This is an optimization exercise on Yosys and OpenROAD, whose aim is small area and a short achievable clock period, not a production implementation.
At most, simulation tests tie the RTL to the original design; equivalence was not proved.
Only the layout flow was run in run 6; the RTL was not checked for function there.

==> flow/flow/run.sh <==
#!/bin/bash
set -o pipefail
bash standard.sh 'SETUP_SLACK_MARGIN=6.9' 'CTS_CLUSTER_SIZE=30' 'CTS_CLUSTER_DIAMETER=60' 'BUFFER_PORTS_ARGS=-buffer_cell sky130_fd_sc_hd__buf_1' finish 2>&1 | tee standard.log
==> flow/standard.sh <==
#!/bin/bash
# synth_recipe.tcl (not shown) runs the flow's synth.tcl, then flattens the netlist and writes it again
# the make line also repeats each setting of config.mk as NAME=value (left out here)
make -C /OpenROAD-flow-scripts/flow DESIGN_CONFIG=/design/flow/config.mk WORK_HOME=/design/flow/orfs CLKGATE_MAP_FILE= SYNTH_SCRIPT=/design/flow/synth_recipe.tcl "${@:-finish}"
==> flow/config.mk <==
export PLATFORM = sky130hd
export DESIGN_NAME = filter_mlab
export DESIGN_NICKNAME = filter_mlab
export VERILOG_FILES = /design/flow/design.v
export SDC_FILE = /design/flow/constraint.sdc
export NUM_CORES = 4
export LEC_CHECK = 0
export CAP_MARGIN = 20
export CORE_MARGIN = 2
export CORE_UTILIZATION = 40
export SLEW_MARGIN = 20
==> flow/constraint.sdc <==
create_clock -name core_clock -period 10.0 [get_ports {i_clk}]
set_input_delay 2.0000 -clock core_clock [delete_from_list [all_inputs] [get_ports {i_clk}]]
set_output_delay 2.0000 -clock core_clock [all_outputs]
set_load 0.01 [all_outputs]
==> flow/design.v <==
`timescale 1 ns / 1 ns
module filter_mlab
               (
                i_clk,
                i_clk_enable,
                i_reset_n,
                filter_in,
                filter_out
                );
  input   i_clk;
  input   i_clk_enable;
  input   i_reset_n;
  input   signed [17:0] filter_in;
  output  signed [17:0] filter_out;
  reg  [3:0] cur_count;             
  reg  [3:0] vcnt;                  
  reg  signed [17:0] r [0:10];
  reg  signed [17:0] output_register;
  wire       is_s = cur_count[3];   
  reg  [3:0] sel1;                  
  reg  [3:0] sel2;                  
  wire [3:0] cnt_n  = is_s ? 4'd0 : cur_count + 4'd1;
  wire [3:0] vcnt_n = (is_s && vcnt != 4'd11) ? vcnt + 4'd1 : vcnt;
  function v;
    input [3:0] vc;
    input [3:0] a;
    v = (a < vc);
  endfunction
  reg [3:0] s1_n, s2_n;
  always @* begin
    s1_n = 4'd0;
    s2_n = 4'd0;
    case (cnt_n)
      4'd0: begin s1_n[0] = v(vcnt_n, 4'd7);  s2_n[0] = v(vcnt_n, 4'd6); end
      4'd1: begin s1_n[1] = v(vcnt_n, 4'd1);  s2_n[1] = v(vcnt_n, 4'd1); end
      4'd2: begin s1_n[1] = v(vcnt_n, 4'd7);  s2_n[0] = v(vcnt_n, 4'd7); end
      4'd3: begin s1_n[2] = v(vcnt_n, 4'd2);                             end
      4'd4: begin s1_n[3] = v(vcnt_n, 4'd9);  s2_n[2] = v(vcnt_n, 4'd5); end
      4'd5: begin s1_n[2] = v(vcnt_n, 4'd3);                             end
      4'd6: begin s1_n[3] = v(vcnt_n, 4'd10);                            end
      4'd7: begin s1_n[0] = v(vcnt_n, 4'd5);  s2_n[3] = v(vcnt_n, 4'd5); end
      default: begin s1_n[1] = v(vcnt_n, 4'd10); s2_n[1] = v(vcnt_n, 4'd10); end
    endcase
  end
  always @(posedge i_clk or negedge i_reset_n)
    if (!i_reset_n) begin
      cur_count <= 4'd8;
      vcnt      <= 4'd0;
      sel1      <= 4'd0;
      sel2      <= 4'd0;
    end
    else if (i_clk_enable) begin
      cur_count <= cnt_n;
      vcnt      <= vcnt_n;
      sel1      <= s1_n;
      sel2      <= s2_n;
    end
  integer i;
  always @(posedge i_clk)
    if (i_clk_enable) begin
      r[0] <= is_s ? filter_in : r[10];
      for (i = 1; i < 11; i = i + 1)
        r[i] <= r[i-1];
    end
  wire [24:0] x5  = {{7{r[5][17]}},  r[5]};
  wire [24:0] x8  = {{7{r[8][17]}},  r[8]};
  wire [24:0] x10 = {{7{r[10][17]}}, r[10]};
  wire [24:0] v1 = ({25{sel1[0]}} & x8)
                 | ({25{sel1[1]}} & (x10 << 2))
                 | ({25{sel1[2]}} & (x10 << 3))
                 | ({25{sel1[3]}} & (x8 << 3));
  wire [24:0] v2 = ({25{sel2[0]}} & (x10 << 4))
                 | ({25{sel2[1]}} & x10)
                 | ({25{sel2[2]}} & (x5 << 3))
                 | ({25{sel2[3]}} & (x8 << 2));
  reg  [24:0] acc;
  reg         c1, c2;
  wire [24:0] base = is_s ? 25'd16 : acc;
  wire        ci1  = c1 & ~is_s;
  wire        ci2  = c2 & ~is_s;
  wire [24:0] nv1  = ~v1;
  wire [24:0] hs   = base ^ nv1 ^ v2;
  wire [24:0] hc   = (base & nv1) | (base & v2) | (nv1 & v2);
  wire [8:0]  s0   = {1'b0, hs[7:0]}   + {1'b0, hc[6:0], 1'b1};
  wire [9:0]  s1w  = {1'b0, hs[15:8], 1'b1} + {1'b0, hc[14:7], ci1};
  wire [9:0]  s2w  = {hs[24:16], 1'b1}      + {hc[23:15], ci2};
  wire [8:0]  s1   = s1w[9:1];
  wire [8:0]  s2   = s2w[9:1];
  always @(posedge i_clk)
    if (i_clk_enable) begin
      acc <= {s2[8:0], s1[7:0], s0[7:0]};
      c1  <= s0[8];
      c2  <= s1[8];
    end
  wire [16:0] hi   = acc[24:8] + {8'd0, c2, 7'd0, c1};
  wire [19:0] q    = {hi, acc[7:5]};
  wire        tie  = (acc[4:0] == 5'd0);
  wire        pos_ovf = ~q[19] & (q[18] | q[17]);
  wire        neg_ovf =  q[19] & ~(q[18] & q[17]);
  wire [17:0] yr   = {q[17:1], q[0] & ~tie};
  wire [17:0] y    = (vcnt == 4'd0) ? 18'd0 :
                     pos_ovf ? 18'h1ffff : neg_ovf ? 18'h20000 : yr;
  always @(posedge i_clk or negedge i_reset_n)
    if (!i_reset_n)
      output_register <= 18'sd0;
    else if (i_clk_enable && is_s)
      output_register <= y;
  assign filter_out = output_register;
endmodule
==> flow_metrics.tcl, run 1 <==
set metrics [dict create \
    clockRootBuffer "clkbuf_16" \
    cts.sinks 259 \
    startpoint_type "flip-flop" \
    pin_count 39 \
    holdWs_ps 412.8 \
    gr-usage-all-layers_pct 15.76 \
    path_class "flip-flop to flip-flop" \
    synth_area_um2 11370 \
    clk_pin_slew_ps 100 \
    clk_latency_ps 520 \
    cts_made_buffers 21 \
    skew_ps 15.31 \
    synthArstFlopShare_pct 13.13 \
    wl_mm 23.62 \
    status "finished clean" \
    yosys_most_used_dff "edfxtp_1" \
    grt_setup_unrepaired "yes" \
    fin_tns_setup_ps 0 \
    cap_violations 0 \
    grt_antenna_before_repair 0 \
    syn_nets 856 \
    end_kind "flip-flop" \
    antenna_left 0 \
    vias 6648 \
    ys_seq_area_share_pct 66.89 \
    drc 0 \
    synth.avg_cell_area_um2 14.60 \
    hp-class "flip-flop to flip-flop" \
    hold_violations 0 \
    die_x_um 172.6 \
    n_antenna_cell 0 \
    dp_hpwl_mm 14.21 \
    grt_pass1_vias 6481 \
    via_per_inst 5.340 \
    grt_max_degree 81 \
    crit_fanout 7 \
    finalSetupViolCount 0 \
    ys_seq_elements 259 \
    reg2reg_setup_slack_ps 6960 \
    regArea_um2 7632 \
    worst_slew_pin_slew_ps 849.1 \
    multi_input_area_um2 3628 \
    syn2layout_area_growth_pct 16.66 \
    grt_pass1_wl_mm 37.16 \
    critPathArrivalTime_ps 3300 \
    cts_hold_buf 0 \
    final.min_clock_period_ps 3037 \
    fmax_mhz 329.3 \
    timing.slew.headroom_pct 43.39 \
    drv_slew 0 \
    portBuffers 38 \
    ys_types 56 \
    clock_path_buffers 3 \
    syn_inst 779 \
    finalCritPeriodShare_pct 30.37 \
    yosys_warnings 2 \
    nFillCells 2410 \
    avgRoutedWirePerCell_um 18.97 \
    final_nets 930 \
    cts_max_level 1 \
    rows 61 \
    required_ps 10260 \
    die_area_um2 29800 \
    drtIter0Drc 652 \
    synth-edff-count 225 \
    core_area_um2 27860 \
    drtPass1Iterations 5 \
    globalRouteOverflowTotal 0 \
    globalplace.congestion 0.7620 \
    drive_gt1_share_pct 16.38 \
    cts_tree "yes" \
    die_y_um 172.6 \
    start_util_pct 40.83 \
]
[critical path, stage by stage, from the launching register on]
cell and delay (ps):
dfrtp_4 540, a22o_1 230, a221oi_2 200, fa_1 500, fa_2 400, a21o_1 220, a21oi_4 150, nor2b_1 60
o21a_1 190, o211ai_1 210, xnor2_1 100
[sequential cells by signal, summed over array words and instances (netlist names), 4 cells and up]
| name | flops |
|---|---|
| sel2 | 4 |
| output_register | 18 |
| vcnt | 4 |
| sel1 | 4 |
| r | 198 |
| cur_count | 4 |
| acc | 25 |
[cells in the mapped netlist (all sizes together), types with 15 or more instances]
| library cell | n | area share (%) |
|---|---|---|
| nor2 | 27 | 0.93 |
| a22o | 21 | 1.6 |
| nor2b | 23 | 1.3 |
| inv | 39 | 1.3 |
| nand2 | 67 | 2.2 |
| a21oi | 26 | 1.1 |
| nand3 | 16 | 0.70 |
| o21ai | 24 | 1.1 |
| mux2 | 18 | 1.8 |
| a22oi | 33 | 2.2 |
| clkbuf | 21 | 0.69 |
| edfxtp | 225 | 59 |
| dfrtp | 33 | 7.3 |
| ha | 29 | 3.2 |
| a221oi | 15 | 1.2 |
| fa | 27 | 4.8 |
| xnor2 | 27 | 2.1 |
[cells by family after synthesis]
kind of cell | synth area share, %
AO/OA/AOI/OAI | 10.58
XOR/XNOR | 2.926
adder cells (fa/ha/maj) | 7.942
buffers and inverters | 2.387
flip-flops | 66.89
multiplexers | 1.958
AND/OR/NAND/NOR | 7.315
[cell usage in the layout, fill, tap and decap left out, types with 18 or more instances in the layout]
cell type,count
a22o_1,21
fa_1,24
buf_4,37
a21oi_1,19
dfrtp_1,26
edfxtp_1,225
xnor2_1,27
nor2_1,25
mux2_2,18
a22oi_1,32
nor2b_1,23
ha_1,26
nand2_1,65
buf_1,36
inv_1,38
clkbuf_16,22
[metal layers]
| metal | part of all wire (%) | vias to the layer above | GRT usage (%) |
|---|---|---|---|
| met5 | 0 | - | 0 |
| met3 | 5.2 | 32 | 2.419 |
| met2 | 45 | 200 | 24.48 |
| met1 | 47 | 3328 | 23.41 |
| li1 | - | 3088 | - |
| met4 | 2.2 | 0 | 3.632 |
[through the flow]
step	setup slack (ps)	util (%)	cells	instance area, µm²
2_1_floorplan	6852	-	779	11400
3_3_place_gp	5758	42.83	1169	11930
3_5_place_dp	5719	42.83	1169	11930
4_1_cts	6840	46.98	1232	13090
5_1_grt	6856	47.64	1245	13270
6_report	6963	47.64	1245	13270
[area by class of cell]
type	count	area share, %
clock buffers	21	3.960
repair buffers	81	4.516
multi-input cells	450	27.34
repair inverters	1	0.03771
well taps	378	3.564
clock inverters	16	1.933
flip-flops and latches	259	57.51
inverters	39	1.131
[final timing paths]
path | cells past startpoint | endpoint | startpoint
setup reg to reg | 10 | acc[23]$_DFFE_PP_ | sel1[0]$_DFFE_PN0P_
hold / removal | 0 | r[5][15]$_DFFE_PP_ | r[4][15]$_DFFE_PP_
min in group asynchronous | 1 | output_register[16]$_DFFE_PN0P_ | i_reset_n
max in group asynchronous | 1 | sel1[3]$_DFFE_PN0P_ | i_reset_n
setup / recovery | 10 | acc[23]$_DFFE_PP_ | sel1[0]$_DFFE_PN0P_
hold reg to reg | 0 | r[5][15]$_DFFE_PP_ | r[4][15]$_DFFE_PP_
[what timing repair did]
action,4_1_cts,5_1_grt
buffers inserted,22,13
pin swaps,5,10
resized for setup,32,20
cloned,4,0
endpoints found under the setup margin,122,64
==> inputs of run 2 (changes only) <==
==> flow/flow/run.sh (replaced) <==
#!/bin/bash
set -o pipefail
bash standard.sh 'SETUP_SLACK_MARGIN=6.9' 'CTS_CLUSTER_SIZE=30' 'CTS_CLUSTER_DIAMETER=60' 'BUFFER_PORTS_ARGS=-buffer_cell sky130_fd_sc_hd__buf_1' 'CORE_UTILIZATION=60' 'PLACE_DENSITY=0.75' finish 2>&1 | tee standard.log
==> run 2 against run 1 <==
Critical path type unchanged. Highest routed layer unchanged. Core utilization rose by 20 points. Worst setup slack got worse by 110 ps. Synthesized cell count did not move. Largest cell class unchanged. Still clean on timing, DRC and antenna. Sequential share of layout area rose by 2.6 points. Global-route usage rose by 6.7 points. Die area fell by 33%. Clock skew rose by 3.9 ps. Cell area fell by 4.3%. Wire length fell by 4.8%.
==> flow_metrics.tcl, run 2 <==
set metrics [dict create \
    clock_path_buffers 3 \
    end_kind "flip-flop" \
    largest_reg_flops 198 \
    finalSetupViolCount 0 \
    required_ps 10250 \
    final.min_clock_period_ps 3143 \
    dp_hpwl_mm 13.50 \
    synth_top_area_share_pct 59.40 \
    cap_violations 0 \
    drtPass1Iterations 7 \
    status "finished clean" \
    synthArstFlopShare_pct 13.13 \
    grt_pass1_vias 6379 \
    via_per_inst 6.198 \
    drtIter0Drc 606 \
    critPathArrivalTime_ps 3390 \
    crit_fanout 7 \
    hp-class "flip-flop to flip-flop" \
    syn_nets 856 \
    portBuffers 38 \
    gr-usage-all-layers_pct 22.49 \
    syn_inst 779 \
    globalRouteOverflowTotal 0 \
    fin_area_um2 12700 \
    clk_latency_ps 510 \
    grt_antenna_before_repair 0 \
    drv_slew 0 \
    finalCritPeriodShare_pct 31.43 \
    n_antenna_cell 0 \
    start_util_pct 61.01 \
    cts_made_buffers 17 \
    worst_slew_pin_slew_ps 839.4 \
    synth-edff-count 225 \
    timing.slew.headroom_pct 44.04 \
    startpoint_type "flip-flop" \
    fmax_mhz 318.2 \
    cts_max_level 1 \
    yosys_most_used_dff "edfxtp_1" \
    grt_setup_unrepaired "yes" \
    synth_area_um2 11370 \
    yosys_warnings 2 \
    die_x_um 141.7 \
    grt_pass1_wl_mm 35.07 \
    pin_count 39 \
    syn2layout_area_growth_pct 11.67 \
    worstRegToRegCells 10 \
    core_area_um2 18640 \
    drc 0 \
    path_class "flip-flop to flip-flop" \
    final_nets 911 \
    synth.most_common_cell "edfxtp_1" \
    min_path_cells 0 \
    cts.sinks 259 \
    antenna_left 0 \
    nFillCells 1219 \
    synth_commonest_cells "225 x edfxtp_1, 67 x nand2_1, 39 x inv_1, 33 x dfrtp_1, 32 x a22oi_1" \
    skew_ps 19.23 \
    die_y_um 141.7 \
    ys_seq_elements 259 \
    top_regs "r (198), acc (25), output_register (18)" \
    clockRootBuffer "clkbuf_16" \
    synth.area.top_cells "edfxtp_1 59%, dfrtp_1 7.3%, fa_1 4.8%, ha_1 3.2%, nand2_1 2.2%" \
    cts_tree "yes" \
    grt_max_degree 204 \
    synth.avg_cell_area_um2 14.60 \
    avgRoutedWirePerCell_um 20.85 \
    globalplace.congestion 0.8499 \
    place_area_um2 11730 \
    top_register "r" \
    die_area_um2 20070 \
    yosys.area.top_type "edfxtp_1" \
    hold_violations 0 \
    rows 50 \
    clk_pin_slew_ps 100 \
    fin_tns_setup_ps 0 \
    final_common_cell "edfxtp_1" \
    layout_common_cells "225 x edfxtp_1, 65 x nand2_1, 38 x inv_1, 36 x buf_1, 32 x a22oi_1" \
    wl_mm 22.47 \
    ys_types 56 \
    ys_seq_area_share_pct 66.89 \
    drive_gt1_share_pct 13.63 \
    vias 6681 \
]
==> run 2: cell counts after synthesis <==
Identical to the previous run, type by type.
==> run 2: metal layers <==
layer  up-vias  wire, µm  part of all wire, %  GRT usage, %
li1       3045         -                    -             -
met1      3316     10240                   46         34.01
met2       274     10090                   45         35.08
met3        46      1553                  6.9         3.206
met4         0       586                  2.6         5.737
met5         -         0                    0             0
==> run 2: cells by family (layout without fill, tap and decap cells) <==
kind of cell	Yosys count	count (layout)	synth area share, %
DFF	259	259	66.89
and+or+nand+nor	171	171	7.315
buffers and inverters	70	135	2.387
AOI/OAI and AO/OA	165	165	10.58
adders and majority gates	56	56	7.942
muxes	20	20	1.958
xor gates and xnor gates	38	38	2.926
==> run 2: final timing paths <==
kind | startpoint | endpoint | slack (ps)
max reg2reg | sel1[1]$_DFFE_PN0P_ | acc[23]$_DFFE_PP_ | 6860
max | sel1[1]$_DFFE_PN0P_ | acc[23]$_DFFE_PP_ | 6860
min in group asynchronous | i_reset_n | output_register[11]$_DFFE_PN0P_ | 1600
min | r[4][14]$_DFFE_PP_ | r[5][14]$_DFFE_PP_ | 420
min reg2reg | r[4][14]$_DFFE_PP_ | r[5][14]$_DFFE_PP_ | 420
max in group asynchronous | i_reset_n | sel2[1]$_DFFE_PN0P_ | 7790
==> run 2: what timing repair did <==
| action | 4_1_cts | 5_1_grt |
|---|---|---|
| gates resized for setup | 30 | 14 |
| hold buffers | 0 | 0 |
| setup buffers | 10 | 13 |
| pin swaps | 4 | 13 |
| gates cloned | 2 | 2 |
| setup endpoints to repair | 241 | 229 |
==> run 2: critical path, cell delays in order (launching register included) <==
cell and delay [ps]:
dfrtp_4 550, a22o_1 240, a221oi_2 230, fa_1 510
fa_2 420, a21o_1 190, a21oi_2 150, nor2b_1 60
o21a_1 190, o211ai_1 240, xnor2_1 110
==> run 2: final cells by class <==
class                           instances  area (µm²)  share of cell area [%]
Clock buffer                           17       425.4                   3.349
Clock inverter                         12       167.7                   1.320
Inverter                               39       150.1                   1.182
Multi-Input combinational cell        450        3573                   28.13
Sequential cell                       259        7631                   60.08
Tap cell                              234       292.8                   2.305
Timing Repair Buffer                   66       456.7                   3.595
Timing Repair inverter                  1       5.005                 0.03940
==> run 2: through the flow <==
step / hold slack (ps) / cells / utilization [%] / setup slack [ps]
after floorplan: 400.3 / 779 / - / 6852
after global placement: 400.5 / 1022 / 62.92 / 5918
after detailed placement: 404.5 / 1022 / 62.92 / 5785
after CTS: 417.0 / 1063 / 67.15 / 6903
after global routing: 419.4 / 1078 / 68.13 / 6772
final: 416.6 / 1078 / 68.13 / 6857
==> inputs of run 3 (changes only) <==
==> flow/flow/run.sh (replaced) <==
#!/bin/bash
set -o pipefail
bash standard.sh 'SETUP_SLACK_MARGIN=6.9' 'CTS_CLUSTER_SIZE=30' 'CTS_CLUSTER_DIAMETER=60' 'BUFFER_PORTS_ARGS=-buffer_cell sky130_fd_sc_hd__buf_1' 'CORE_UTILIZATION=70' 'PLACE_DENSITY=0.85' finish 2>&1 | tee standard.log
==> run 3 against run 2 <==
Still clean. Sequential share of layout area increased by 0.51 points. Worst hold slack got worse by 9.2 ps. Fmax increased by 0.18%. Via count increased by 4.0%. Flip-flop and latch count unchanged. Synthesized cell count unchanged. Wire length increased by 5.4%. Die area decreased by 14%.
==> flow_metrics.tcl, run 3 <==
set metrics [dict create \
    ys_seq_area_share_pct 66.89 \
    ys_seq_elements 259 \
    top_regs "r (198), acc (25), output_register (18)" \
    cts_max_level 1 \
    drive_gt1_share_pct 14.25 \
    hold_violations 0 \
    die_area_um2 17290 \
    dp_hpwl_mm 14.19 \
    path_class "flip-flop to flip-flop" \
    grt_busiest_layer "met2" \
    synth.area.top_cells "edfxtp_1 59%, dfrtp_1 7.3%, fa_1 4.8%, ha_1 3.2%, nand2_1 2.2%" \
    grt_max_degree 93 \
    pin_count 39 \
    timing.slew.headroom_pct 46.23 \
    wl_mm 23.68 \
    reg2reg_setup_slack_ps 6860 \
    synth.most_common_cell "edfxtp_1" \
    final_util_pct 79.28 \
    cpPeakStageDelay_ps 590 \
    top_register "r" \
    globalplace.congestion 0.8734 \
    path_delay_family "compound AO/OA/AOI/OAI gates" \
    synth_top_area_share_pct 59.40 \
    largest_reg_flops 198 \
    grt_pass1_vias 6905 \
    status "finished clean" \
    clock_path_buffers 3 \
    grtUsageMet3_pct 6.019 \
    n_antenna_cell 0 \
    syn2layout_area_growth_pct 10.73 \
    cts_hold_buf 0 \
    gr-usage-all-layers_pct 27.24 \
    syn_nets 856 \
    globalRouteOverflowTotal 0 \
    synth_commonest_cells "225 x edfxtp_1, 67 x nand2_1, 39 x inv_1, 33 x dfrtp_1, 32 x a22oi_1" \
    cts_tree "yes" \
    final.min_clock_period_ps 3137 \
    clk_pin_slew_ps 110 \
    final_common_cell "edfxtp_1" \
    die_x_um 131.5 \
    cap_violations 0 \
    startpoint_type "flip-flop" \
    clockRootBuffer "clkbuf_16" \
    grt_pass1_wl_mm 36.72 \
    drc 0 \
    yosys.area.top_type "edfxtp_1" \
    drtIter0Drc 896 \
    yosys_warnings 2 \
    worst_slew_pin_slew_ps 806.6 \
    layout_common_cells "225 x edfxtp_1, 66 x nand2_1, 38 x inv_1, 36 x buf_1, 31 x a22oi_1" \
    antenna_left 0 \
    fin_tns_setup_ps 0 \
    grtUsageMet2_pct 42.96 \
    skew_ps 30.30 \
    start_util_pct 71.61 \
    synth_area_um2 11370 \
    grt_setup_unrepaired "yes" \
    hp-class "flip-flop to flip-flop" \
    syn_inst 779 \
    critPathArrivalTime_ps 3390 \
    crit_fanout 14 \
    end_kind "flip-flop" \
    ys_types 56 \
    rows 46 \
    die_y_um 131.5 \
    synth-edff-count 225 \
    portBuffers 38 \
    drv_slew 0 \
    crit_slowest_cell "dfrtp_4" \
    finalSetupViolCount 0 \
    drtPass1Iterations 6 \
    synth.avg_cell_area_um2 14.60 \
    clk_latency_ps 500 \
    cts_made_buffers 14 \
    path_cells "buf_4, a22o_1, a221oi_1, fa_1, ha_1, inv_1, o21bai_1, a21oi_2, xnor2_1" \
    synthArstFlopShare_pct 13.13 \
    crit_buf_inv 2 \
    core_area_um2 15890 \
    final_nets 912 \
    cts.sinks 259 \
    met1_usage_pct 37.85 \
    via_per_inst 6.565 \
    grt_antenna_before_repair 0 \
    avgRoutedWirePerCell_um 22.38 \
    required_ps 10250 \
    finalCritPeriodShare_pct 31.37 \
    vias 6946 \
    fmax_mhz 318.8 \
    yosys_most_used_dff "edfxtp_1" \
]
## run 3: cell types whose count changed in the layout (fill, tap and decap cells not counted), moves of 2 or more
| cell | before | now |
|---|---|---|
| fa_1 | 25 | 23 |
| buf_6 | 0 | 2 |
| o21ai_1 | 5 | 3 |
| buf_12 | 1 | 4 |
| a221oi_1 | 13 | 11 |
| buf_4 | 23 | 26 |
| clkbuf_16 | 19 | 15 |
| inv_16 | 2 | 0 |
| o21ai_2 | 2 | 4 |
| fa_2 | 2 | 4 |
## run 3: final timing paths
| check | endpoint | startpoint | cells past startpoint |
|---|---|---|---|
| min in group asynchronous | cur_count[1]$_DFFE_PN0P_ | i_reset_n | 1 |
| max in group asynchronous | sel2[2]$_DFFE_PN0P_ | i_reset_n | 1 |
| worst max-delay path | acc[6]$_DFFE_PP_ | sel1[3]$_DFFE_PN0P_ | 9 |
| worst max register to register | acc[6]$_DFFE_PP_ | sel1[3]$_DFFE_PN0P_ | 9 |
| worst min register to register | r[10][5]$_DFFE_PP_ | r[9][5]$_DFFE_PP_ | 0 |
| worst min-delay path | r[10][5]$_DFFE_PP_ | r[9][5]$_DFFE_PP_ | 0 |
## run 3: logic make-up after synthesis
| logic type | after synthesis | synth area share [%] |
|---|---|---|
| mux | 20 | 1.958 |
| simple gates | 171 | 7.315 |
| xor+xnor | 38 | 2.926 |
| fa+ha+maj | 56 | 7.942 |
| buf+inv | 70 | 2.387 |
| compound gates | 165 | 10.58 |
| flops | 259 | 66.89 |
## run 3: routing by layer
metal	up-vias	routed length, µm
met4	0	956
li1	3042	-
met2	425	11410
met3	90	2327
met1	3389	8979
met5	-	0
## run 3: area by class of cell
class / count / area, µm²
timing repair inverter: 1 / 5.005
tap: 216 / 270.3
clock inverter: 7 / 68.82
clock buffer: 16 / 379.1
inverter: 39 / 150.1
timing repair buffer: 70 / 470.5
fill: 853 / 3291
multi-input combinational: 450 / 3620
sequential: 259 / 7631
## run 3: through the flow
step | hold WS, ps | instances | instance area, µm² | setup WS [ps]
6_report | 407.4 | 1058 | 12590 | 6863
5_1_grt | 416.3 | 1058 | 12590 | 6784
4_1_cts | 414.7 | 1044 | 12400 | 6914
3_5_place_dp | 404.5 | 1007 | 11720 | 5716
3_3_place_gp | 400.6 | 1007 | 11720 | 5768
2_1_floorplan | 400.3 | 779 | 11400 | 6852
## run 3: repair_timing
| item | in CTS | in global routing |
|---|---|---|
| setup endpoints to repair | 188 | 86 |
| buffers inserted | 12 | 14 |
| gates resized for setup | 39 | 21 |
| gates cloned | 2 | 0 |
| pin swaps | 4 | 18 |
## run 3: worst reg2reg max path: stages (launching register included)
cell      delay, ps
dfrtp_4         590
buf_4           200
a22o_1          210
a221oi_1        420
fa_1            530
ha_1            370
inv_1            80
o21bai_1        250
a21oi_2         110
xnor2_1         130
==> inputs of run 4 (changes only) <==
==> flow/flow/run.sh (replaced) <==
#!/bin/bash
set -o pipefail
bash standard.sh 'SETUP_SLACK_MARGIN=7.0' 'CTS_CLUSTER_SIZE=30' 'CTS_CLUSTER_DIAMETER=60' 'BUFFER_PORTS_ARGS=-buffer_cell sky130_fd_sc_hd__buf_2' 'CORE_UTILIZATION=60' 'PLACE_DENSITY=0.75' finish 2>&1 | tee standard.log
==> run 4 against run 3 <==
Largest cell class unchanged. Still clean. Critical endpoint is now acc[23]$_DFFE_PP_. Cell area rose by 4.9%. Cell count grew 5.2%.
==> flow_metrics.tcl, run 4 <==
set metrics [dict create \
    status "finished clean" \
    grt_antenna_before_repair 0 \
    gr-usage-all-layers_pct 23.13 \
    end_kind "flip-flop" \
    globalRouteOverflowTotal 0 \
    synth.most_common_cell "edfxtp_1" \
    nFillCells 1235 \
    hp-class "flip-flop to flip-flop" \
    vias 6848 \
    globalplace.congestion 0.8694 \
    start_util_pct 61.01 \
    syn_nets 856 \
    die_area_um2 20070 \
    drive_gt1_share_pct 22.64 \
    final_util_pct 70.90 \
    required_ps 10280 \
    ys_types 56 \
    clock_path_buffers 3 \
    synth_area_um2 11370 \
    path_class "flip-flop to flip-flop" \
    layout_common_cells "225 x edfxtp_1, 64 x nand2_1, 50 x buf_4, 38 x inv_1, 36 x buf_2" \
    rr_startpoint "sel1[1]$_DFFE_PN0P_" \
    grt_setup_unrepaired "yes" \
    largest_reg_flops 198 \
    synth.avg_cell_area_um2 14.60 \
    top_register "r" \
    worst_slew_pin_slew_ps 772.9 \
    cts_max_level 1 \
    grt_max_degree 90 \
    syn2layout_area_growth_pct 16.20 \
    min_path_cells 0 \
    worstRegToRegCells 11 \
    grt_pass1_wl_mm 35.85 \
    final.min_clock_period_ps 3143 \
    min-delay-start "r[4][15]$_DFFE_PP_" \
    synth.area.top_cells "edfxtp_1 59%, dfrtp_1 7.3%, fa_1 4.8%, ha_1 3.2%, nand2_1 2.2%" \
    finalCritPeriodShare_pct 31.43 \
    final_nets 944 \
    yosys_warnings 2 \
    cap_violations 0 \
    ys_seq_area_share_pct 66.89 \
    ys_seq_elements 259 \
    dp_hpwl_mm 13.63 \
    drtPass1Iterations 6 \
    cts_tree "yes" \
    clk_pin_slew_ps 100 \
    final_common_cell "edfxtp_1" \
    cts_hold_buf 0 \
    rows 50 \
    synth-edff-count 225 \
    via_per_inst 6.153 \
    core_area_um2 18640 \
    fmax_mhz 318.2 \
    avgRoutedWirePerCell_um 20.95 \
    cts_made_buffers 18 \
    n_antenna_cell 0 \
    timing.slew.headroom_pct 48.47 \
    synth_top_area_share_pct 59.40 \
    pin_count 39 \
    die_x_um 141.7 \
    multi_input_area_um2 3651 \
    synthArstFlopShare_pct 13.13 \
    drtIter0Drc 714 \
    drc 0 \
    fin_tns_setup_ps 0 \
    hold_violations 0 \
    critPathArrivalTime_ps 3420 \
    yosys_most_used_dff "edfxtp_1" \
    wl_mm 23.31 \
    regArea_um2 7631 \
    startpoint_type "flip-flop" \
    reg2reg_to "acc[23]$_DFFE_PP_" \
    reg2reg_setup_slack_ps 6860 \
    synth_commonest_cells "225 x edfxtp_1, 67 x nand2_1, 39 x inv_1, 33 x dfrtp_1, 32 x a22oi_1" \
    grt_pass1_vias 6649 \
    die_y_um 141.7 \
    top_regs "r (198), acc (25), output_register (18)" \
    drv_slew 0 \
    portBuffers 38 \
    antenna_left 0 \
    clk_latency_ps 520 \
    skew_ps 18.22 \
    hold_end "r[5][15]$_DFFE_PP_" \
    syn_inst 779 \
    cts.sinks 259 \
    finalSetupViolCount 0 \
    crit_fanout 5 \
    clockRootBuffer "clkbuf_16" \
    yosys.area.top_type "edfxtp_1" \
]
-- run 4: layout make-up --
cell class	count	share of cell area [%]
well taps	234	2.215
inverters	39	1.136
repair buffers	98	6.257
clock buffers	18	3.408
clock inverters	14	1.590
flip-flops and latches	259	57.73
repair inverters	1	0.03786
multi-input cells	450	27.62
-- run 4: metrics by stage --
step | worst slack [ps] | cell area (µm²) | instances | hold slack [ps]
after global placement | 5662 | 11790 | 1023 | 400.6
after detailed placement | 5569 | 11790 | 1023 | 404.5
after floorplan | 6954 | 11450 | 779 | 400.3
final | 6857 | 13220 | 1113 | 421.3
after CTS | 6900 | 12920 | 1091 | 420.6
after global routing | 6773 | 13220 | 1113 | 423.7
-- run 4: how the worst max path moves through the flow --
stage / endpoint / slack (ps) / start
3_3_place_gp: sel2[3]$_DFFE_PN0P_ / 5660 / i_clk_enable
4_1_cts: acc[24]$_DFFE_PP_ / 6900 / sel1[1]$_DFFE_PN0P_
6_report: acc[23]$_DFFE_PP_ / 6860 / sel1[1]$_DFFE_PN0P_
5_1_grt: acc[23]$_DFFE_PP_ / 6770 / sel1[1]$_DFFE_PN0P_
2_1_floorplan: acc[24]$_DFFE_PP_ / 6950 / sel2[1]$_DFFE_PN0P_
3_5_place_dp: sel2[3]$_DFFE_PN0P_ / 5570 / i_clk_enable
-- run 4: worst max-delay path, cell delays in order, from the launching register on --
cell,delay (ps)
dfrtp_4,540
buf_12,150
a22o_1,210
a221oi_2,210
fa_1,500
fa_2,380
a21o_1,180
a21oi_2,150
nor2b_1,70
o21a_1,220
o211ai_1,210
xnor2_1,80
-- run 4: cells by family (layout without fill, tap and decap cells) --
family / count (synthesis) / after routing / share of synthesized area (%)
xor gates and xnor gates: 38 / 38 / 2.926
AOI/OAI and AO/OA: 165 / 165 / 10.58
DFF: 259 / 259 / 66.89
muxes: 20 / 20 / 1.958
and+or+nand+nor: 171 / 171 / 7.315
adders and majority gates: 56 / 56 / 7.942
buffers and inverters: 70 / 170 / 2.387
-- run 4: routing by layer --
layer,global-route usage [%],vias to the layer above,part of all wire (%)
met5,0,-,0
met1,35.19,3406,44
met4,6.211,0,2.6
li1,-,3107,-
met3,3.071,50,7.1
met2,35.85,285,46
-- run 4: what timing repair did --
item	in CTS	in global routing
endpoints found under the setup margin	215	49
buffers inserted	32	21
gates cloned	4	1
gates resized for setup	36	26
pin swaps	11	15
endpoints found under the hold margin	0	0
==> inputs of run 5 (changes only) <==
==> flow/flow/run.sh (replaced) <==
#!/bin/bash
set -o pipefail
bash standard.sh 'SETUP_SLACK_MARGIN=6.9' 'CTS_CLUSTER_SIZE=30' 'CTS_CLUSTER_DIAMETER=60' 'BUFFER_PORTS_ARGS=-buffer_cell sky130_fd_sc_hd__buf_2' 'CORE_UTILIZATION=60' 'PLACE_DENSITY=0.75' finish 2>&1 | tee standard.log
==> run 5 against run 4 <==
First-iteration DRC count fell by 24%. Synthesized cell count did not move. Core utilization fell by 1.8 points. Worst hold slack got worse by 3.2 ps. Clock skew rose by 1.8 ps. Critical path type unchanged. Highest routed layer unchanged.
==> flow_metrics.tcl, run 5 <==
set metrics [dict create \
    synth_top_family_by_area "compound AO/OA/AOI/OAI gates" \
    nFillCells 1202 \
    timing.slew.headroom_pct 52.55 \
    vias 6725 \
    synth.avg_cell_area_um2 14.60 \
    die_x_um 141.7 \
    die_y_um 141.7 \
    yosys_most_used_dff "edfxtp_1" \
    worstRegToRegCells 12 \
    synth_area_um2 11370 \
    hold_violations 0 \
    final_nets 922 \
    final.min_clock_period_ps 3053 \
    path_cells "nand2_1, nand2_1, a21o_1, a21oi_4, buf_4, fa_1, inv_1, ha_1, or2_2, a21oi_1, a21oi_1, xnor2_1" \
    cp.depth 12 \
    grt_pass1_wl_mm 33.48 \
    finalCritPeriodShare_pct 30.53 \
    drv_slew 0 \
    crit_slowest_cell "dfrtp_2" \
    required_ps 10250 \
    yosys.area.top_type "edfxtp_1" \
    yosys_warnings 2 \
    final_common_cell "edfxtp_1" \
    drive_gt1_share_pct 19.18 \
    globalplace.congestion 0.9105 \
    fin_tns_setup_ps 0 \
    clk_pin_slew_ps 90 \
    die_area_um2 20070 \
    grt_pass1_vias 6374 \
    top_register "r" \
    rows 50 \
    gr-usage-all-layers_pct 21.55 \
    cts_max_level 1 \
    core_area_um2 18640 \
    crit_buf_inv 2 \
    yosys.area_share.xor_xnor_pct 2.926 \
    synthArstFlopShare_pct 13.13 \
    grt_max_degree 85 \
    dp_hpwl_mm 13.40 \
    via_per_inst 6.175 \
    skew_ps 20.04 \
    synth.most_common_cell "edfxtp_1" \
    ys_seq_elements 259 \
    clockRootBuffer "clkbuf_16" \
    critPathArrivalTime_ps 3300 \
    synth_top_area_share_pct 59.40 \
    cpPeakStageDelay_ps 660 \
    antenna_left 0 \
    portBuffers 38 \
    ys_seq_area_share_pct 66.89 \
    layout_common_cells "225 x edfxtp_1, 65 x nand2_1, 38 x inv_1, 37 x buf_2, 32 x a22oi_1" \
    clk_latency_ps 500 \
    synth_mux_area_share_pct 1.958 \
    top_regs "r (198), acc (25), output_register (18)" \
    end_kind "flip-flop" \
    synth_simple_gate_area_share_pct 7.315 \
    synth_adder_area_share_pct 7.942 \
    cts.sinks 259 \
    drtPass1Iterations 6 \
    drc 0 \
    worst_slew_pin_slew_ps 711.8 \
    path_class "flip-flop to flip-flop" \
    grt_antenna_before_repair 0 \
    start_util_pct 61.01 \
    grt_setup_unrepaired "yes" \
    finalSetupViolCount 0 \
    hp-class "flip-flop to flip-flop" \
    clock_path_buffers 3 \
    multi_input_area_um2 3612 \
    synth.area.top_cells "edfxtp_1 59%, dfrtp_1 7.3%, fa_1 4.8%, ha_1 3.2%, nand2_1 2.2%" \
    final_util_pct 69.07 \
    ys_types 56 \
    regArea_um2 7629 \
    syn_nets 856 \
    cts_hold_buf 0 \
    path_delay_family "adder cells" \
    startpoint_type "flip-flop" \
    globalRouteOverflowTotal 0 \
    drtIter0Drc 544 \
    n_antenna_cell 0 \
    wl_mm 22.24 \
    cts_made_buffers 17 \
    syn_inst 779 \
    pin_count 39 \
    synth_commonest_cells "225 x edfxtp_1, 67 x nand2_1, 39 x inv_1, 33 x dfrtp_1, 32 x a22oi_1" \
    synth-edff-count 225 \
    syn2layout_area_growth_pct 13.20 \
    fmax_mhz 327.6 \
    crit_fanout 19 \
    synth_compound_area_share_pct 10.58 \
    cap_violations 0 \
    cts_tree "yes" \
    largest_reg_flops 198 \
    avgRoutedWirePerCell_um 20.42 \
    status "finished clean" \
    min_path_cells 0 \
]
run 5: changes by cell type in the layout (fill, tap and decap cells not counted), sizes merged:
cell,previous run,this run
buf,94,73
inv,46,43
clkbuf,19,21
bufbuf,3,2
clkinv,5,4
run 5: cell type report:
cell class / instances / share of cell area [%]
Tap cell: 234 / 2.274
Clock buffer: 19 / 3.362
Timing Repair inverter: 1 / 0.03887
Clock inverter: 10 / 1.030
Inverter: 39 / 1.166
Timing Repair Buffer: 77 / 4.829
Sequential cell: 259 / 59.25
Multi-Input combinational cell: 450 / 28.05
run 5: worst reg2reg max path: stages (launching register included):
cell,delay [ps]
dfrtp_2,660
nand2_1,100
nand2_1,110
a21o_1,160
a21oi_4,60
buf_4,160
fa_1,500
inv_1,50
ha_1,320
or2_2,320
a21oi_1,170
a21oi_1,70
xnor2_1,130
run 5: repair_timing:
item,4_1_cts,5_1_grt
setup endpoints to repair,167,25
pin swaps,2,12
gates cloned,3,1
endpoints found under the hold margin,0,0
gates resized for setup,31,22
buffers inserted,11,22
run 5: kinds of logic after synthesis:
logic type,count (synthesis)
flip-flops,259
XOR/XNOR,38
buffers and inverters,70
multiplexers,20
AND/OR/NAND/NOR,171
AO/OA/AOI/OAI,165
adder cells (fa/ha/maj),56
run 5: final timing paths:
| check | start | to | slack, ps |
|---|---|---|---|
| hold / removal | r[7][4]$_DFFE_PP_ | r[8][4]$_DFFE_PP_ | 420 |
| hold reg to reg | r[7][4]$_DFFE_PP_ | r[8][4]$_DFFE_PP_ | 420 |
| max in group asynchronous | i_reset_n | sel1[0]$_DFFE_PN0P_ | 7920 |
| setup / recovery | sel2[3]$_DFFE_PN0P_ | acc[24]$_DFFE_PP_ | 6950 |
| min in group asynchronous | i_reset_n | sel2[0]$_DFFE_PN0P_ | 1550 |
| setup reg to reg | sel2[3]$_DFFE_PN0P_ | acc[24]$_DFFE_PP_ | 6950 |
run 5: per-stage QoR:
step / hold WS (ps) / instance area (µm²) / std cells / setup WS [ps]
2_1_floorplan: 400.3 / 11400 / 779 / 6852
3_3_place_gp: 401.3 / 11780 / 1023 / 5726
3_5_place_dp: 404.5 / 11780 / 1023 / 5635
4_1_cts: 422.1 / 12590 / 1066 / 6818
5_1_grt: 426.7 / 12880 / 1089 / 6828
6_report: 418.1 / 12880 / 1089 / 6947
run 5: per-layer routing:
| layer | track usage [%] | vias to the layer above | wire length [µm] |
|---|---|---|---|
| li1 | - | 3067 | - |
| met1 | 31.06 | 3338 | 9766 |
| met2 | 34.16 | 271 | 10330 |
| met3 | 4.016 | 49 | 1567 |
| met4 | 6.316 | 0 | 571 |
| met5 | 0 | - | 0 |
==> inputs of run 6 (changes only) <==
--- a/flow/design.v
+++ b/flow/design.v
@@ -46,12 +46,13 @@
     if (!i_reset_n) begin
       cur_count <= 4'd8;
       vcnt      <= 4'd0;
-      sel1      <= 4'd0;
-      sel2      <= 4'd0;
     end
     else if (i_clk_enable) begin
       cur_count <= cnt_n;
       vcnt      <= vcnt_n;
+    end
+  always @(posedge i_clk)
+    if (i_clk_enable) begin
       sel1      <= s1_n;
       sel2      <= s2_n;
     end
@@ -98,7 +99,7 @@
   wire        pos_ovf = ~q[19] & (q[18] | q[17]);
   wire        neg_ovf =  q[19] & ~(q[18] & q[17]);
   wire [17:0] yr   = {q[17:1], q[0] & ~tie};
-  wire [17:0] y    = (vcnt == 4'd0) ? 18'd0 :
+  wire [17:0] y    = (vcnt[3:1] == 3'd0) ? 18'd0 :
                      pos_ovf ? 18'h1ffff : neg_ovf ? 18'h20000 : yr;
   always @(posedge i_clk or negedge i_reset_n)
     if (!i_reset_n)
==> run 6 against run 5 <==
Still clean on timing, DRC and antenna. Wire length fell by 2.2%. Register-to-register slack got worse by 370 ps. Fmax is 11% lower. Worst hold slack improved by 1.2 ps. Cell count fell by 2.9%. Critical path depth shrank 2. Worst setup slack worse by 370 ps. Critical path type unchanged. Critical endpoint is now acc[15]$_DFFE_PP_.
==> flow_metrics.tcl, run 6 <==
set metrics [dict create \
    synth.area.top_cells "edfxtp_1 62%, dfrtp_1 5.6%, fa_1 4.8%, ha_1 3.1%, mux2_2 2.2%" \
    cts.sinks 259 \
    drv_slew 0 \
    globalRouteOverflowTotal 0 \
    synth_area_um2 11260 \
    synth_adder_area_share_pct 7.910 \
    nFillCells 1189 \
    ys_seq_area_share_pct 67.91 \
    synth_top_family_by_area "compound AO/OA/AOI/OAI gates" \
    clk_latency_ps 490 \
    timing.slew.headroom_pct 52.62 \
    hold_violations 0 \
    die_area_um2 19880 \
    fin_tns_setup_ps 0 \
    grt_max_degree 85 \
    core_area_um2 18580 \
    ys_seq_elements 259 \
    die_x_um 141.0 \
    final_nets 891 \
    end_kind "flip-flop" \
    wl_mm 21.76 \
    synth_top_area_share_pct 62.13 \
    drc 0 \
    via_per_inst 6.217 \
    path_cells "a22o_1, a221oi_2, fa_1, fa_2, a21o_1, a21oi_2, o21bai_2, a2111oi_2, nor3_1, xor2_1" \
    syn2layout_area_growth_pct 14.03 \
    synth_commonest_cells "233 x edfxtp_1, 53 x nand2_1, 31 x a22oi_1, 31 x inv_1, 28 x ha_1" \
    path_delay_family "compound AO/OA/AOI/OAI gates" \
    synth_simple_gate_area_share_pct 6.688 \
    grt_antenna_before_repair 0 \
    avgRoutedWirePerCell_um 20.58 \
    status "finished clean" \
    die_y_um 141.0 \
    synth_mux_area_share_pct 2.378 \
    gr-usage-all-layers_pct 21.46 \
    drtIter0Drc 592 \
    startpoint_type "flip-flop" \
    dp_hpwl_mm 13.37 \
    final_common_cell "edfxtp_1" \
    hp-class "flip-flop to flip-flop" \
    multi_input_area_um2 3565 \
    largest_reg_flops 198 \
    grt_pass1_wl_mm 33.25 \
    crit_fanout 5 \
    finalSetupViolCount 0 \
    cts_made_buffers 15 \
    yosys_most_used_dff "edfxtp_1" \
    grt_setup_unrepaired "yes" \
    drive_gt1_share_pct 21.87 \
    finalCritPeriodShare_pct 34.20 \
    final_cells 1057 \
    clock_path_buffers 3 \
    drtPass1Iterations 5 \
    yosys.area.top_type "edfxtp_1" \
    syn_inst 736 \
    cpPeakStageDelay_ps 570 \
    fmax_mhz 292.4 \
    layout_common_cells "233 x edfxtp_1, 50 x nand2_1, 43 x buf_4, 37 x buf_2, 30 x a22oi_1" \
    clockRootBuffer "clkbuf_16" \
    portBuffers 38 \
    grt_pass1_vias 6244 \
    final_util_pct 69.12 \
    antenna_left 0 \
    start_util_pct 60.61 \
    critPathArrivalTime_ps 3660 \
    crit_buf_inv 0 \
    required_ps 10230 \
    yosys.area_share.xor_xnor_pct 3.033 \
    worst_slew_pin_slew_ps 710.7 \
    skew_ps 16.08 \
    cts_max_level 1 \
    vias 6571 \
    cap_violations 0 \
    pin_count 39 \
    synth.most_common_cell "edfxtp_1" \
    rows 50 \
    synth_compound_area_share_pct 10.03 \
    syn_nets 812 \
    clk_pin_slew_ps 100 \
    crit_slowest_cell "edfxtp_1" \
    n_antenna_cell 0 \
    top_regs "r (198), acc (25), output_register (18)" \
    synth.avg_cell_area_um2 15.30 \
    final.min_clock_period_ps 3420 \
    synthArstFlopShare_pct 10.04 \
    yosys_warnings 2 \
    cts_tree "yes" \
    cts_hold_buf 0 \
    ys_types 56 \
    path_class "flip-flop to flip-flop" \
    placed_cells 983 \
    top_register "r" \
    regArea_um2 7649 \
    globalplace.congestion 0.8469 \
    synth-edff-count 233 \
]
-- run 6: changes by cell type after synthesis, moves of 4 or more --
cell      delta
buf_1        -4
mux2_2       +4
a221o_1      +7
nand3_1      -8
inv_1        -8
a22o_1       -6
dfrtp_1      -8
edfxtp_1     +8
o21ai_0     -13
nand2_1     -14
-- run 6: per-stage QoR --
step,worst slack [ps],cell area (µm²),hold WS [ps]
global placement,5921,11680,400.6
detailed placement,5787,11680,404.5
global route,6538,12840,423.9
CTS,6662,12620,421.8
finish,6580,12840,419.4
floorplan,6883,11310,400.3
-- run 6: worst paths after layout --
kind	startpoint	end	slack, ps	depth (start not counted)
min reg2reg	r[3][4]$_DFFE_PP_	r[4][4]$_DFFE_PP_	420	0
max in group asynchronous	i_reset_n	output_register[15]$_DFFE_PN0P_	8130	1
min in group asynchronous	i_reset_n	cur_count[0]$_DFFE_PN0P_	1490	1
min	r[3][4]$_DFFE_PP_	r[4][4]$_DFFE_PP_	420	0
max	sel1[1]$_DFFE_PP_	acc[15]$_DFFE_PP_	6580	10
max reg2reg	sel1[1]$_DFFE_PP_	acc[15]$_DFFE_PP_	6580	10
-- run 6: final cells by class --
| class | count | area share (%) |
|---|---|---|
| inverters | 31 | 0.9353 |
| clock inverters | 9 | 1.179 |
| well taps | 234 | 2.280 |
| flip-flops and latches | 259 | 59.56 |
| multi-input cells | 418 | 27.76 |
| clock buffers | 16 | 2.952 |
| repair buffers | 90 | 5.339 |
-- run 6: metal layers --
layer	wire length, µm	vias up	track usage [%]
met1	9421	3250	31.39
met3	1581	49	3.702
met5	0	-	0
met4	707	0	7.053
li1	-	2969	-
met2	10050	303	33.43
-- run 6: cell families (layout without fill, tap and decap cells) --
logic type / Yosys count / count (layout)
mux: 24 / 24
flops: 259 / 259
buf+inv: 59 / 146
simple gates: 152 / 152
compound gates: 148 / 148
fa+ha+maj: 55 / 55
xor+xnor: 39 / 39
-- run 6: what timing repair did --
action | CTS | global route
gates cloned | 1 | 1
setup buffers | 36 | 11
gates resized for setup | 27 | 26
pin swaps | 6 | 25
setup endpoints to repair | 199 | 33
==> inputs of run 7 (changes only) <==
--- a/flow/design.v
+++ b/flow/design.v
@@ -46,13 +46,12 @@
     if (!i_reset_n) begin
       cur_count <= 4'd8;
       vcnt      <= 4'd0;
+      sel1      <= 4'd0;
+      sel2      <= 4'd0;
     end
     else if (i_clk_enable) begin
       cur_count <= cnt_n;
       vcnt      <= vcnt_n;
-    end
-  always @(posedge i_clk)
-    if (i_clk_enable) begin
       sel1      <= s1_n;
       sel2      <= s2_n;
     end
@@ -99,7 +98,7 @@
   wire        pos_ovf = ~q[19] & (q[18] | q[17]);
   wire        neg_ovf =  q[19] & ~(q[18] & q[17]);
   wire [17:0] yr   = {q[17:1], q[0] & ~tie};
-  wire [17:0] y    = (vcnt[3:1] == 3'd0) ? 18'd0 :
+  wire [17:0] y    = (vcnt == 4'd0) ? 18'd0 :
                      pos_ovf ? 18'h1ffff : neg_ovf ? 18'h20000 : yr;
   always @(posedge i_clk or negedge i_reset_n)
     if (!i_reset_n)
==> flow/flow/run.sh (replaced) <==
#!/bin/bash
set -o pipefail
bash standard.sh 'SETUP_SLACK_MARGIN=6.9' 'CTS_CLUSTER_SIZE=30' 'CTS_CLUSTER_DIAMETER=60' 'BUFFER_PORTS_ARGS=-buffer_cell sky130_fd_sc_hd__buf_2' 'CORE_UTILIZATION=60' 'PLACE_DENSITY=0.75' 'ABC_AREA=1' finish 2>&1 | tee standard.log
==> run 7 against run 6 <==
Still clean on timing, DRC and antenna. First-iteration DRC count rose by 6.1%. Global-route usage is essentially flat. Cell count grew 21%. Worst setup slack gained 360 ps. Register-to-register slack better by 430 ps. Critical endpoint is now sel1[2]$_DFFE_PN0P_. Worst hold slack better by 3.4 ps.
==> flow_metrics.tcl, run 7 <==
set metrics [dict create \
    clockRootBuffer "clkbuf_16" \
    yosys.area.top_type "edfxtp_1" \
    rows 51 \
    fin_area_um2 13190 \
    wl_met3_mm 1.251 \
    regArea_um2 7620 \
    cap_violations 0 \
    crit_fanout 96 \
    ys_seq_area_share_pct 64.71 \
    globalRouteOverflowTotal 0 \
    synth_top_area_share_pct 57.47 \
    antenna_left 0 \
    synth-edff-count 225 \
    ys_types 47 \
    cts_max_level 1 \
    end_kind "flip-flop" \
    top_register "r" \
    synth.most_common_cell "edfxtp_1" \
    largest_reg_flops 198 \
    synthArstFlopShare_pct 13.13 \
    place_area_um2 12190 \
    yosys_most_used_dff "edfxtp_1" \
    path_class "primary input to flip-flop" \
    grt_pass1_wl_mm 34.39 \
    syn_inst 944 \
    grt_antenna_before_repair 0 \
    clk_pin_slew_ps 100 \
    startpoint_type "primary input" \
    drtIter0Drc 628 \
    start_util_pct 60.81 \
    critPathArrivalTime_ps 3470 \
    status "finished clean" \
    dp_hpwl_mm 14.21 \
    ys_seq_elements 259 \
    cts_made_buffers 17 \
    via_per_inst 5.612 \
    route.met2.wl_mm 10.07 \
    vias 7189 \
    clk_latency_ps 500 \
    reg2reg_setup_slack_ps 7010 \
    yosys_warnings 2 \
    avgRoutedWirePerCell_um 17.09 \
    die_area_um2 20730 \
    synth.avg_cell_area_um2 12.46 \
    portBuffers 38 \
    top_layer_used "met4" \
    finalCritPeriodShare_pct 30.61 \
    worst_slew_pin_slew_ps 751.5 \
    multi_input_area_um2 3690 \
    nFillCells 1399 \
    wl_met1_mm 10.14 \
    required_ps 10410 \
    hp-class "flip-flop to flip-flop" \
    drtPass1Iterations 5 \
    synth.area.top_cells "edfxtp_1 57%, dfrtp_1 7.0%, nand2_1 5.5%, fa_1 4.6%, inv_1 3.4%" \
    syn2layout_area_growth_pct 12.16 \
    syn_nets 1021 \
    wl_mm 21.89 \
    globalplace.congestion 0.8480 \
    grt_pass1_vias 6759 \
    clock_path_buffers 3 \
    drc 0 \
    fin_tns_setup_ps 0 \
    grt_setup_unrepaired "yes" \
    pin_count 39 \
    core_area_um2 19330 \
    final_common_cell "edfxtp_1" \
    finalSetupViolCount 0 \
    final.min_clock_period_ps 3061 \
    die_y_um 144.0 \
    grt_max_degree 97 \
    skew_ps 21.04 \
    fmax_mhz 326.7 \
    gr-usage-all-layers_pct 21.46 \
    synth_commonest_cells "225 x edfxtp_1, 172 x nand2_1, 108 x inv_1, 52 x o21ai_0, 45 x nor2_1" \
    cts_tree "yes" \
    drv_slew 0 \
    layout_common_cells "225 x edfxtp_1, 172 x nand2_1, 100 x inv_1, 51 x o21ai_0, 42 x nor2_1" \
    final_nets 1083 \
    cts.sinks 259 \
    die_x_um 144.0 \
    synth_area_um2 11760 \
    drive_gt1_share_pct 17.22 \
    hold_violations 0 \
    n_antenna_cell 0 \
    top_regs "r (198), acc (25), output_register (18)" \
    timing.slew.headroom_pct 49.90 \
]
## run 7: kinds of logic after synthesis
| logic type | share of synthesized area, % |
|---|---|
| xor gates and xnor gates | 2.682 |
| adders and majority gates | 7.683 |
| DFF | 64.71 |
| buffers and inverters | 4.576 |
| and+or+nand+nor | 12.33 |
| AOI/OAI and AO/OA | 8.013 |
## run 7: area by class of cell
class | count | area share (%)
Clock buffer | 17 | 3.226
Clock inverter | 12 | 1.385
Inverter | 110 | 3.302
Multi-Input combinational cell | 551 | 27.98
Sequential cell | 259 | 57.78
Tap cell | 265 | 2.514
Timing Repair Buffer | 66 | 3.757
Timing Repair inverter | 1 | 0.05693
## run 7: worst paths after layout
kind	from	to	cells after the start
worst max-delay path	i_clk_enable	sel1[2]$_DFFE_PN0P_	6
worst min-delay path	r[6][12]$_DFFE_PP_	r[7][12]$_DFFE_PP_	0
worst max register to register	sel1[1]$_DFFE_PN0P_	acc[24]$_DFFE_PP_	12
worst min register to register	r[6][12]$_DFFE_PP_	r[7][12]$_DFFE_PP_	0
max in group asynchronous	i_reset_n	sel1[0]$_DFFE_PN0P_	1
min in group asynchronous	i_reset_n	cur_count[1]$_DFFE_PN0P_	1
## run 7: critical path, cell delays in order
cell	delay (ps)
buf_8	340
buf_16	410
inv_1	310
a21oi_1	190
nand2_1	70
o21ai_0	70
## run 7: routing by layer
| layer | global-route usage [%] | vias to the layer above |
|---|---|---|
| li1 | - | 3432 |
| met1 | 31.62 | 3475 |
| met2 | 34.29 | 248 |
| met3 | 3.179 | 34 |
| met4 | 5.366 | 0 |
| met5 | 0 | - |
## run 7: through the flow
| step | util [%] | std cells | hold WS (ps) | setup WS [ps] |
|---|---|---|---|---|
| finish | 68.21 | 1281 | 422.8 | 6939 |
| global route | 68.21 | 1281 | 430.5 | 6768 |
| CTS | 67.13 | 1266 | 423.8 | 6918 |
| detailed placement | 63.06 | 1225 | 404.5 | 5953 |
| global placement | 63.06 | 1225 | 400.2 | 6001 |
| floorplan | - | 944 | 400.3 | 6982 |
## run 7: timing repair
action / in CTS / in global routing
resized for setup: 20 / 19
setup endpoints to repair: 37 / 29
hold buffers: 0 / 0
cloned: 2 / 1
pin swaps: 1 / 1
buffers inserted: 10 / 14
==> inputs of run 8 (changes only) <==
==> flow/flow/run.sh (replaced) <==
#!/bin/bash
set -o pipefail
bash standard.sh 'SETUP_SLACK_MARGIN=6.9' 'CTS_CLUSTER_SIZE=30' 'CTS_CLUSTER_DIAMETER=60' 'BUFFER_PORTS_ARGS=-buffer_cell sky130_fd_sc_hd__buf_2' 'CORE_UTILIZATION=60' 'PLACE_DENSITY=0.75' 'TNS_END_PERCENT=20' finish 2>&1 | tee standard.log
==> run 8 against run 7 <==
Still clean. Cell count shrank 15%. Core utilization rose by 0.82 points. Worst hold slack worse by 4.4 ps. Via count decreased by 6.2%. Critical path depth is 1 lower. First-iteration DRC count increased by 18%. Die area down 3.2%. Wire length up 1.5%. Flip-flop and latch count is the same. Cell area shrank 2.4%. Sequential share of layout area is 1.6 points higher. Critical endpoint is now sel2[3]$_DFFE_PN0P_. Largest cell class unchanged.
==> flow_metrics.tcl, run 8 <==
set metrics [dict create \
    synth_area_um2 11370 \
    die_area_um2 20070 \
    grt_antenna_before_repair 0 \
    yosys.area.top_type "edfxtp_1" \
    synth.avg_cell_area_um2 14.60 \
    grt_pass1_vias 6396 \
    yosys_most_used_dff "edfxtp_1" \
    clockRootBuffer "clkbuf_16" \
    place_area_um2 11780 \
    fin_area_um2 12870 \
    path_class "primary input to flip-flop" \
    ys_seq_area_share_pct 66.89 \
    worst_slew_pin_slew_ps 741.5 \
    largest_reg_flops 198 \
    finalCritPeriodShare_pct 30.61 \
    ys_types 56 \
    fin_tns_setup_ps 0 \
    ys_seq_elements 259 \
    finalSetupViolCount 0 \
    dp_hpwl_mm 13.51 \
    cts.sinks 259 \
    synth_commonest_cells "225 x edfxtp_1, 67 x nand2_1, 39 x inv_1, 33 x dfrtp_1, 32 x a22oi_1" \
    final.min_clock_period_ps 3061 \
    core_area_um2 18640 \
    cts_tree "yes" \
    antenna_left 0 \
    top_regs "r (198), acc (25), output_register (18)" \
    drive_gt1_share_pct 19.63 \
    synth-edff-count 225 \
    synth.area.top_cells "edfxtp_1 59%, dfrtp_1 7.3%, fa_1 4.8%, ha_1 3.2%, nand2_1 2.2%" \
    clk_pin_slew_ps 100 \
    start_util_pct 61.01 \
    layout_common_cells "225 x edfxtp_1, 64 x nand2_1, 38 x inv_1, 38 x buf_2, 33 x buf_4" \
    status "finished clean" \
    grt_setup_unrepaired "yes" \
    cap_violations 0 \
    syn_nets 856 \
    clk_latency_ps 510 \
    drtIter0Drc 743 \
    timing.slew.headroom_pct 50.57 \
    vias 6744 \
    drc 0 \
    via_per_inst 6.187 \
    syn2layout_area_growth_pct 13.13 \
    portBuffers 38 \
    die_x_um 141.7 \
    hp-class "flip-flop to flip-flop" \
    crit_fanout 56 \
    gr-usage-all-layers_pct 22.09 \
    fmax_mhz 326.7 \
    required_ps 10410 \
    cts_hold_buf 0 \
    drtPass1Iterations 5 \
    synthArstFlopShare_pct 13.13 \
    final_common_cell "edfxtp_1" \
    globalplace.congestion 0.8647 \
    startpoint_type "primary input" \
    clock_path_buffers 3 \
    final_nets 922 \
    synth_top_area_share_pct 59.40 \
    grt_pass1_wl_mm 34.29 \
    cts_made_buffers 17 \
    n_antenna_cell 0 \
    critPathArrivalTime_ps 3470 \
    syn_inst 779 \
    cts_max_level 1 \
    synth.most_common_cell "edfxtp_1" \
    avgRoutedWirePerCell_um 20.39 \
    grt_max_degree 93 \
    wl_mm 22.22 \
    pin_count 39 \
    die_y_um 141.7 \
    drv_slew 0 \
    hold_violations 0 \
    yosys_warnings 2 \
    end_kind "flip-flop" \
    top_register "r" \
    rows 50 \
    globalRouteOverflowTotal 0 \
    skew_ps 24.67 \
]
==> run 8: changes by cell type after synthesis, sizes merged, moves of 20 or more <==
cell and delta:
nand3 -41, a22o +21, o22ai -20, xor2 -20, a22oi +32, nand2 -118
xnor2 +22, nor2b +23, nor2 -22, inv -70, o21ai -36
==> run 8: cell families after synthesis <==
group | Yosys count | synth area share, %
adder cells (fa/ha/maj) | 56 | 7.942
AO/OA/AOI/OAI | 165 | 10.58
flip-flops | 259 | 66.89
XOR/XNOR | 38 | 2.926
buffers and inverters | 70 | 2.387
multiplexers | 20 | 1.958
AND/OR/NAND/NOR | 171 | 7.315
==> run 8: repair_timing <==
item                       CTS  global route
buffers inserted            11            22
setup endpoints to repair  137            27
pin swaps                    3            16
gates resized for setup     30            23
gates cloned                 3             0
==> run 8: path summary, 6_finish.rpt <==
| check | start | end | slack, ps | cells past startpoint |
|---|---|---|---|---|
| worst min register to register | r[2][11]$_DFFE_PP_ | r[3][11]$_DFFE_PP_ | 420 | 0 |
| min in group asynchronous | i_reset_n | cur_count[2]$_DFFE_PN0P_ | 1570 | 1 |
| worst min-delay path | r[2][11]$_DFFE_PP_ | r[3][11]$_DFFE_PP_ | 420 | 0 |
| worst max-delay path | i_clk_enable | sel2[3]$_DFFE_PN0P_ | 6940 | 5 |
| max in group asynchronous | i_reset_n | sel2[2]$_DFFE_PN0P_ | 7890 | 1 |
| worst max register to register | sel1[0]$_DFFE_PN0P_ | acc[23]$_DFFE_PP_ | 6940 | 10 |
==> run 8: metal layers <==
layer / wire (µm) / up-vias / global-route usage (%)
met5: 0 / - / 0
met4: 830 / 0 / 8.263
met3: 1562 / 64 / 3.274
met2: 10030 / 289 / 33.83
met1: 9801 / 3322 / 32.69
li1: - / 3069 / -
==> run 8: layout make-up <==
type                       count  area, µm²
multi-input combinational    450       3603
timing repair inverter         1      5.005
fill                        1238       5774
clock buffer                  18      429.2
sequential                   259       7636
tap                          234      292.8
inverter                      39      150.1
clock inverter                12      153.9
timing repair buffer          77      598.1
==> run 8: worst max-delay path, cell delays in order <==
cell     delay, ps
buf_16         220
buf_12         280
nand3_1        140
or4b_2         640
o21ai_0        100
==> run 8: per-stage QoR <==
| stage | hold slack [ps] | instances | setup WS (ps) | utilization, % |
|---|---|---|---|---|
| after floorplan | 400.3 | 779 | 6828 | - |
| after global placement | 400.3 | 1023 | 5796 | 63.17 |
| after detailed placement | 404.5 | 1023 | 5627 | 63.17 |
| after CTS | 418.5 | 1067 | 6743 | 67.59 |
| after global routing | 421.3 | 1090 | 6835 | 69.03 |
| final | 418.4 | 1090 | 6939 | 69.03 |

## port drivers added, routing unchanged
The results above use ideal ports. As a check the final layouts listed here were re-extracted and re-timed, cells and wires unchanged. Step 1, drivers: a clkbuf_16 drives i_clk and a buf_2 each remaining input, both assumed. Step 2 moves the port delays by t, midway between the first and last clock arrival at a register: inputs arrive t later, outputs are due t later. That takes back most of the time a late clock gives input paths. Slacks: no drivers / after step 1 / after step 2; pairs: no drivers / after step 1.
| run | t, ns | setup WS [ns] | worst register clock-pin slew, ns | worst data-port slew with drivers (ns) | pins driven straight from the clock port |
|---|---|---|---|---|---|
| run 1 | 0.556 | 6.963 / 6.924 / 6.432 | 0.10 / 0.10 | 0.05 | 1 |
| run 2 | 0.538 | 6.857 / 6.857 / 6.462 | 0.10 / 0.10 | 0.06 | 1 |
| run 3 | 0.530 | 6.863 / 6.863 / 6.499 | 0.11 / 0.11 | 0.04 | 1 |
| run 4 | 0.558 | 6.857 / 6.857 / 6.425 | 0.10 / 0.10 | 0.15 | 1 |
| run 5 | 0.533 | 6.947 / 6.923 / 6.412 | 0.10 / 0.10 | 0.13 | 1 |
| run 6 | 0.526 | 6.580 / 6.580 / 6.495 | 0.10 / 0.10 | 0.07 | 1 |
| run 7 | 0.536 | 6.939 / 6.934 / 6.401 | 0.10 / 0.10 | 0.05 | 1 |
| run 8 | 0.545 | 6.939 / 6.858 / 6.313 | 0.10 / 0.10 | 0.12 | 1 |
After both steps every run listed still meets setup and hold. For run 8, which loses most, drivers alone change the setup slack by -0.081 ns; drivers and shift together by -0.626 ns.
